From an optimization exercise on the open Yosys and OpenROAD flow, aimed at small area and a short achievable clock period; shortcuts taken in it are not production practice.
The RTL was checked by simulation tests, not by an equivalence proof against the original design.

## flow/config.mk

```make
export PLATFORM = sky130hd
export DESIGN_NAME = P_MUL
export DESIGN_NICKNAME = P_MUL
export VERILOG_FILES = /design/flow/design.v
export SDC_FILE = /design/flow/constraint.sdc
export NUM_CORES = 4
export LEC_CHECK = 0
export CAP_MARGIN = 20
export CORE_MARGIN = 2
export CORE_UTILIZATION = 40
export SLEW_MARGIN = 20
```

## flow/constraint.sdc

```tcl
create_clock -name core_clock -period 8.0 [get_ports {clk}]
set_input_delay 1.6000 -clock core_clock [delete_from_list [all_inputs] [get_ports {clk}]]
set_output_delay 1.6000 -clock core_clock [all_outputs]
set_load 0.01 [all_outputs]
```

## flow/design.v

```verilog
module P_MUL(
	in_1,
	in_2,
	in_3,
	in_valid,
	rst_n,
	clk,
    out_valid,
	out
);
input [46:0] in_1, in_2;
input [47:0] in_3;
input in_valid, rst_n, clk;
output logic out_valid;
output logic [95:0] out;
logic in_valid_1, in_valid_1_comb;
logic [46:0] in_1_reg, in_1_comb, in_2_reg, in_2_comb;
logic [47:0] in_3_reg, in_3_comb;
logic [47:0] in_a_comb, in_a_reg;
logic [47:0] in_b_comb, in_b_reg;
logic in_valid_2;
logic in_valid_3;
logic [31:0] p1, p2, p3, p4, p5, p6, p7, p8, p9;
logic [31:0] p1_comb, p2_comb, p3_comb, p4_comb, p5_comb, p6_comb, p7_comb, p8_comb, p9_comb;
logic [95:0] p1_shift, p2_shift, p3_shift; 
logic [95:0] p4_shift, p5_shift, p6_shift; 
logic [95:0] p7_shift, p8_shift, p9_shift; 
logic [95:0] out_comb;
assign in_1_comb = (in_valid) ? in_1 : 0;
assign in_2_comb = (in_valid) ? in_2 : 0;
assign in_3_comb = (in_valid) ? in_3 : 0;
always_ff @(posedge clk or negedge rst_n) begin 
    if(!rst_n)
        in_1_reg <= 0;
    else
        in_1_reg <= in_1_comb;
end
always_ff @(posedge clk or negedge rst_n) begin 
    if(!rst_n)
        in_2_reg <= 0;
    else
        in_2_reg <= in_2_comb;
end
always_ff @(posedge clk or negedge rst_n) begin 
    if(!rst_n)
        in_3_reg <= 0;
    else
        in_3_reg <= in_3_comb;
end
always_ff @(posedge clk or negedge rst_n) begin 
    if(!rst_n)
        in_valid_1 <= 0;
    else
        in_valid_1 <= in_valid;
end
assign in_a_comb = in_1_reg + in_2_reg;
assign in_b_comb = in_3_reg;
always_ff @(posedge clk or negedge rst_n) begin 
    if(!rst_n)
        in_valid_2 <= 0;
    else
        in_valid_2 <= in_valid_1;
end
always_ff @(posedge clk or negedge rst_n) begin 
    if(!rst_n)
        in_a_reg <= 0;
    else
        in_a_reg <= in_a_comb;
end
always_ff @(posedge clk or negedge rst_n) begin 
    if(!rst_n)
        in_b_reg <= 0;
    else
        in_b_reg <= in_b_comb;
end
assign p1_comb = in_a_reg[15:0] * in_b_reg[15:0];
assign p2_comb = in_a_reg[31:16] * in_b_reg[15:0];
assign p3_comb = in_a_reg[47:32] * in_b_reg[15:0];
assign p4_comb = in_a_reg[15:0] * in_b_reg[31:16];
assign p5_comb = in_a_reg[31:16] * in_b_reg[31:16];
assign p6_comb = in_a_reg[47:32] * in_b_reg[31:16];
assign p7_comb = in_a_reg[15:0] * in_b_reg[47:32];
assign p8_comb = in_a_reg[31:16] * in_b_reg[47:32];
assign p9_comb = in_a_reg[47:32] * in_b_reg[47:32];
always_ff @(posedge clk or negedge rst_n) begin 
    if(!rst_n)
        in_valid_3 <= 0;
    else
        in_valid_3 <= in_valid_2;
end
always_ff @(posedge clk or negedge rst_n) begin 
    if(!rst_n) begin
        p1 <= 0;
        p2 <= 0;
        p3 <= 0;
        p4 <= 0;
        p5 <= 0;
        p6 <= 0;
        p7 <= 0;
        p8 <= 0;
        p9 <= 0;
    end else begin
        p1 <= p1_comb;
        p2 <= p2_comb;
        p3 <= p3_comb;
        p4 <= p4_comb;
        p5 <= p5_comb;
        p6 <= p6_comb;
        p7 <= p7_comb;
        p8 <= p8_comb;
        p9 <= p9_comb;
    end
end
always_ff @(posedge clk or negedge rst_n) begin 
    if(!rst_n)
        out_valid <= 0;
    else
        out_valid <= in_valid_3;
end
assign p1_shift = p1;
assign p2_shift = p2 << 16;
assign p3_shift = p3 << 32;
assign p4_shift = p4 << 16;
assign p5_shift = p5 << 32;
assign p6_shift = p6 << 48;
assign p7_shift = p7 << 32;
assign p8_shift = p8 << 48;
assign p9_shift = p9 << 64;
assign out_comb = (p1_shift + p2_shift + p3_shift) + (p4_shift + p5_shift + p6_shift) + (p7_shift + p8_shift + p9_shift);
always_ff @(posedge clk or negedge rst_n) begin 
    if(!rst_n)
        out <= 0;
    else
        out <= out_comb;
end
endmodule
```

## flow/run.sh

```bash
#!/bin/bash
# synth_recipe.tcl (not shown) runs the flow's synth.tcl, then flattens the netlist and writes it again
# the make line also repeats each setting of config.mk as NAME=value (left out here)
make -C /OpenROAD-flow-scripts/flow DESIGN_CONFIG=/design/flow/config.mk WORK_HOME=/design/flow/orfs CLKGATE_MAP_FILE= SYNTH_SCRIPT=/design/flow/synth_recipe.tcl finish
```

==> summary.txt <==
The largest net degree at the start of global routing came out at 150. The flip-flop and latch count after synthesis is about 630. The detailed-route vias per instance is between 5 and 6. The number of buffers inserted by hold repair at cts is 0. Ranked by flip-flop count, first place goes to out. Setup repair after global routing left no endpoint under its margin. The flip-flop count of the largest register, all copies and words added is 96. Clock-pin slew was measured on the worst setup and hold paths at approximately 70 ps. The kind of cell adding the most delay to the critical path is adder cells. The flow ran to the end and the layout has no timing, DRC or antenna violations. The count of cell types in the netlist is 77. The worst endpoint data arrival time came out at 7940 ps. In this run the worst path has a maximum fanout of 19. The number of rows created at floorplan came out at ~190. For this block, the routed nets add up to approximately 290 mm of wire. For this design, the sink count on the clock tree is around 630. The CTS buffer count came out at 86.

After synthesis, flip-flops and latches occupy 15.33% of the total area. The net total in the final layout is between 10000 and 15000. The final clock skew is between 40 and 50 ps. The violation count after the first detailed-route iteration is between 4000 and 5000.

For this run, asynchronously set or reset flops after synthesis account for 100.0%. The delay of the slowest cell on the worst path came out at ~1100 ps. Detailed placement ended at an HPWL of 237.0 mm. For hold timing, the worst endpoint is out[14]. The fraction of the cycle the final worst path needs is between 90% and 100%. Measured against its own limit, the worst slew margin works out to roughly a fifth. The worst min-delay path category is flop to flop. The worst hold path depth came out at 0. The first detailed-routing pass took 6 iterations. The final antenna-violating net count is 0. The height of the die came out at between 500 and 600 um.

For this run, global-route usage on met2 was measured as a little under two fifths. The TritonCTS clock tree is yes. In the global route stage, overall resource usage came out at 23.01%. Averaged over all synthesized cells, the footprint is approximately 9.5 um2. The post-synthesis instance area came out at between 0.1 and 0.15 mm2. The standard cell core area came out at ~0.25 mm2.

The synthesis warning total came out at 1. For this run, the leading register cell type out of synthesis is sky130_fd_sc_hd__dfrtp_1. The worst setup path is of the flop to flop kind.

The global routing met1 resource utilization is 30.95%. In this run the register-to-register setup slack is roughly 730 ps. Counting every net in the synthesized netlist gives 13860. The global routing met3 resource utilization is approximately 4.1%. In the final layout, the share of cells above drive strength 1 is between 4 and 5%. The total overflow left after global routing is 0.

The library cell used most frequently in the layout, excluding fill and tap cells, is sky130_fd_sc_hd__inv_1. The top cell types in the final layout, fill and taps aside, are sky130_fd_sc_hd__inv_1, sky130_fd_sc_hd__fa_1, sky130_fd_sc_hd__nand2_1.

Buffers added to address setup during post-CTS repair amount to 0. The top-level port count came out at 242. Yosys mapped a number of flops with a built-in enable equal to 0. The library cell appearing most often on the critical path is sky130_fd_sc_hd__fa_1. The global routing's busiest layer is met2. The cell with the largest stage delay on the worst path is sky130_fd_sc_hd__dfrtp_1.

The pin slew with the least headroom to its limit came out at roughly 1200 ps. The worst hold slack across all endpoints came out at 345.0 ps. The worst setup path is captured at a flop.

The growth of design area from synthesis to finish came out at 9.557%. The max-slew violation total from the final report came to 0.

Max-cap violations in this run came to 0. The number of setup violations in the final report came out at 0. The effective utilization at floorplan came out at between 40% and 50%. The cell sitting at the root of the clock tree is a sky130_fd_sc_hd__clkbuf_16. The number of buffer and inverter instances along the worst setup path came out at 4. After clock tree synthesis, the repair step resized 0 gates.

The worst hold path begins at p1[14]. The routed length per placed instance came out at slightly above 20 um. In this run the critical register-to-register path is launched from in_a_reg[4]. The maximum clock rate is about 140 MHz.

The count of port buffers added during placement came out at roughly 240. The number of cells on the worst reg-to-reg path is 23. The number of antenna violations at the first check in global routing is 26.

The maximum clock path buffer count is 3. The post-layout instance count excluding filler cells came out at ~14000. The total via count in the routed design is roughly 73000. The total DRC errors in the routed layout came out at 0.

The summed negative setup slack over all endpoints came out at 0 ps. The first-pass GRT wire length is 460.0 mm. Traced cell by cell, the critical path runs through buf_4 -> nand2_1 -> fa_1 -> inv_1 -> fa_1 -> ha_1 -> inv_1 -> fa_1 -> fa_1 -> inv_1 -> fa_1 -> ha_1 -> o21ai_0 -> nand2b_1 -> nand3_1 -> o21ai_1 -> a221o_1 -> a311oi_2 -> o21ai_1 -> o21a_1 -> a221o_1 -> a21oi_1 -> xnor2_1. The shortest period the worst path allows is 7272 ps. The number of H-tree levels is 3. The horizontal die dimension came out at 509.4 um.

The die area came out at 0.2595 mm2. Once placement completed, the tool counted placed cells totaling around 14000. At the end of routability-driven placement, the weighted congestion stood at between 0.9 and 1. The via count of the first global-routing pass came out at about 80000. The final hold violation count is 0.

The number of cells produced by synthesis came out at 10730. The endpoint identified for the worst register-to-register timing path is p1[31]. The critical path required time came out at around 8700 ps.

The worst setup path is launched from a flop. The later-pin clock latency in the skew report is ~770 ps.

The final-layout fill cell count came out at around 24000.
==> cells in the mapped netlist, types with 5 or more instances <==
cell | count | area share [%]
sky130_fd_sc_hd__o21ai_0 | 140 | 0.69
sky130_fd_sc_hd__clkbuf_1 | 543 | 2.0
sky130_fd_sc_hd__xnor2_1 | 235 | 2.0
sky130_fd_sc_hd__ha_1 | 1111 | 14
sky130_fd_sc_hd__nand4_1 | 44 | 0.27
sky130_fd_sc_hd__nor4_1 | 6 | 0.037
sky130_fd_sc_hd__o31a_1 | 6 | 0.051
sky130_fd_sc_hd__nand2_1 | 1405 | 5.2
sky130_fd_sc_hd__a221oi_1 | 11 | 0.094
sky130_fd_sc_hd__or3_1 | 12 | 0.073
sky130_fd_sc_hd__nor3_1 | 38 | 0.19
sky130_fd_sc_hd__o31ai_1 | 17 | 0.12
sky130_fd_sc_hd__a31oi_1 | 33 | 0.20
sky130_fd_sc_hd__xor2_1 | 125 | 1.1
sky130_fd_sc_hd__inv_1 | 2100 | 7.7
sky130_fd_sc_hd__nand3_1 | 65 | 0.32
sky130_fd_sc_hd__o211ai_1 | 15 | 0.11
sky130_fd_sc_hd__dfrtp_1 | 626 | 15
sky130_fd_sc_hd__and3_1 | 37 | 0.23
sky130_fd_sc_hd__a21o_1 | 216 | 1.6
sky130_fd_sc_hd__a41o_1 | 6 | 0.059
sky130_fd_sc_hd__and4_1 | 9 | 0.077
sky130_fd_sc_hd__nor2_1 | 160 | 0.59
sky130_fd_sc_hd__a21oi_1 | 317 | 1.6
sky130_fd_sc_hd__o21ai_1 | 9 | 0.044
sky130_fd_sc_hd__a41oi_1 | 6 | 0.051
sky130_fd_sc_hd__fa_1 | 1876 | 37
sky130_fd_sc_hd__nand2b_1 | 42 | 0.26
sky130_fd_sc_hd__a21boi_0 | 11 | 0.081
sky130_fd_sc_hd__or2_2 | 16 | 0.098
sky130_fd_sc_hd__o21bai_1 | 63 | 0.46
sky130_fd_sc_hd__a2111oi_0 | 6 | 0.051
sky130_fd_sc_hd__a221o_1 | 9 | 0.088
sky130_fd_sc_hd__nand3b_1 | 6 | 0.044
sky130_fd_sc_hd__o21a_1 | 41 | 0.30
sky130_fd_sc_hd__a211oi_1 | 29 | 0.21
sky130_fd_sc_hd__a311oi_1 | 5 | 0.043
sky130_fd_sc_hd__and2_1 | 1206 | 7.4
sky130_fd_sc_hd__nor2b_1 | 54 | 0.33
sky130_fd_sc_hd__o22ai_1 | 10 | 0.061
==> stage by stage <==
| step | worst slack [ps] | util (%) | cell area, um2 |
|---|---|---|---|
| CTS | 689.3 | 44.03 | 111900 |
| floorplan | 1346 | - | 102200 |
| global route | 313.0 | 44.04 | 111900 |
| global placement | 752.2 | 42.85 | 108900 |
| finish | 728.0 | 44.04 | 111900 |
| detailed placement | 720.7 | 42.85 | 108900 |
==> worst reg2reg max path, cell delays in order, from the launching register on <==
cell and delay, ps:
sky130_fd_sc_hd__dfrtp_1 1080, sky130_fd_sc_hd__buf_4 290, sky130_fd_sc_hd__nand2_1 70, sky130_fd_sc_hd__fa_1 510, sky130_fd_sc_hd__inv_1 50, sky130_fd_sc_hd__fa_1 530, sky130_fd_sc_hd__ha_1 140, sky130_fd_sc_hd__inv_1 50
sky130_fd_sc_hd__fa_1 460, sky130_fd_sc_hd__fa_1 560, sky130_fd_sc_hd__inv_1 50, sky130_fd_sc_hd__fa_1 440, sky130_fd_sc_hd__ha_1 330, sky130_fd_sc_hd__o21ai_0 200, sky130_fd_sc_hd__nand2b_1 130, sky130_fd_sc_hd__nand3_1 120
sky130_fd_sc_hd__o21ai_1 110, sky130_fd_sc_hd__a221o_1 430, sky130_fd_sc_hd__a311oi_2 380, sky130_fd_sc_hd__o21ai_1 290, sky130_fd_sc_hd__o21a_1 320, sky130_fd_sc_hd__a221o_1 310, sky130_fd_sc_hd__a21oi_1 180, sky130_fd_sc_hd__xnor2_1 130
==> layout make-up <==
cell class | instances | area, um2 | share of cell area, %
multi-input cells | 7451 | 76550 | 68.39
flip-flops and latches | 626 | 15690 | 14.02
inverters | 2100 | 7883 | 7.042
repair buffers | 483 | 4573 | 4.086
well taps | 3366 | 4212 | 3.763
clock buffers | 109 | 2338 | 2.089
clock inverters | 51 | 673.1 | 0.6014
diodes | 6 | 15.01 | 0.01341
==> logic make-up after synthesis <==
logic type	Yosys count	synth area share, %
adder cells (fa/ha/maj)	2987	50.36
flip-flops	626	15.33
buffers and inverters	2651	9.747
AO/OA/AOI/OAI	997	6.357
XOR/XNOR	360	3.086
AND/OR/NAND/NOR	3107	15.11
==> worst max-delay path by stage <==
stage	start	endpoint	cells after the start
after floorplan	in_b_reg[33]	p9[30]	24
after global placement	in_a_reg[39]	p9[31]	23
after detailed placement	in_a_reg[39]	p9[31]	22
after CTS	in_a_reg[39]	p9[31]	22
after global routing	in_b_reg[3]	p2[31]	22
final	in_a_reg[4]	p1[31]	23
==> routing by layer <==
metal	wire length, um	share of wire, %
met1	124300	43
met2	137000	47
met3	19510	6.7
met4	10780	3.7
met5	81	0.028

port drivers added, routing unchanged:
Ports are ideal in the flow. The routed layout listed here was re-timed in OpenROAD. Step 1: set_driving_cell puts a clkbuf_16 on clk and a buf_2 on each other input, an assumption about the parent block. Step 2 adds t to the input delays and takes it off the output delays; t is the mean of the earliest and latest rising clock arrival at the registers after step 1. Input paths then give back, and output paths get back, about the clock's delay inside the block. Three values: ideal, step 1, step 2; two values: the first two.
shift t [ns]: 0.839
setup slack, ns: 0.728 / 0.728 / 0.728
worst data-port slew with drivers (ns): 0.07
After both steps setup and hold are still met in this run. For this run, drivers alone change the setup slack by 0.000 ns; drivers and shift together by 0.000 ns.
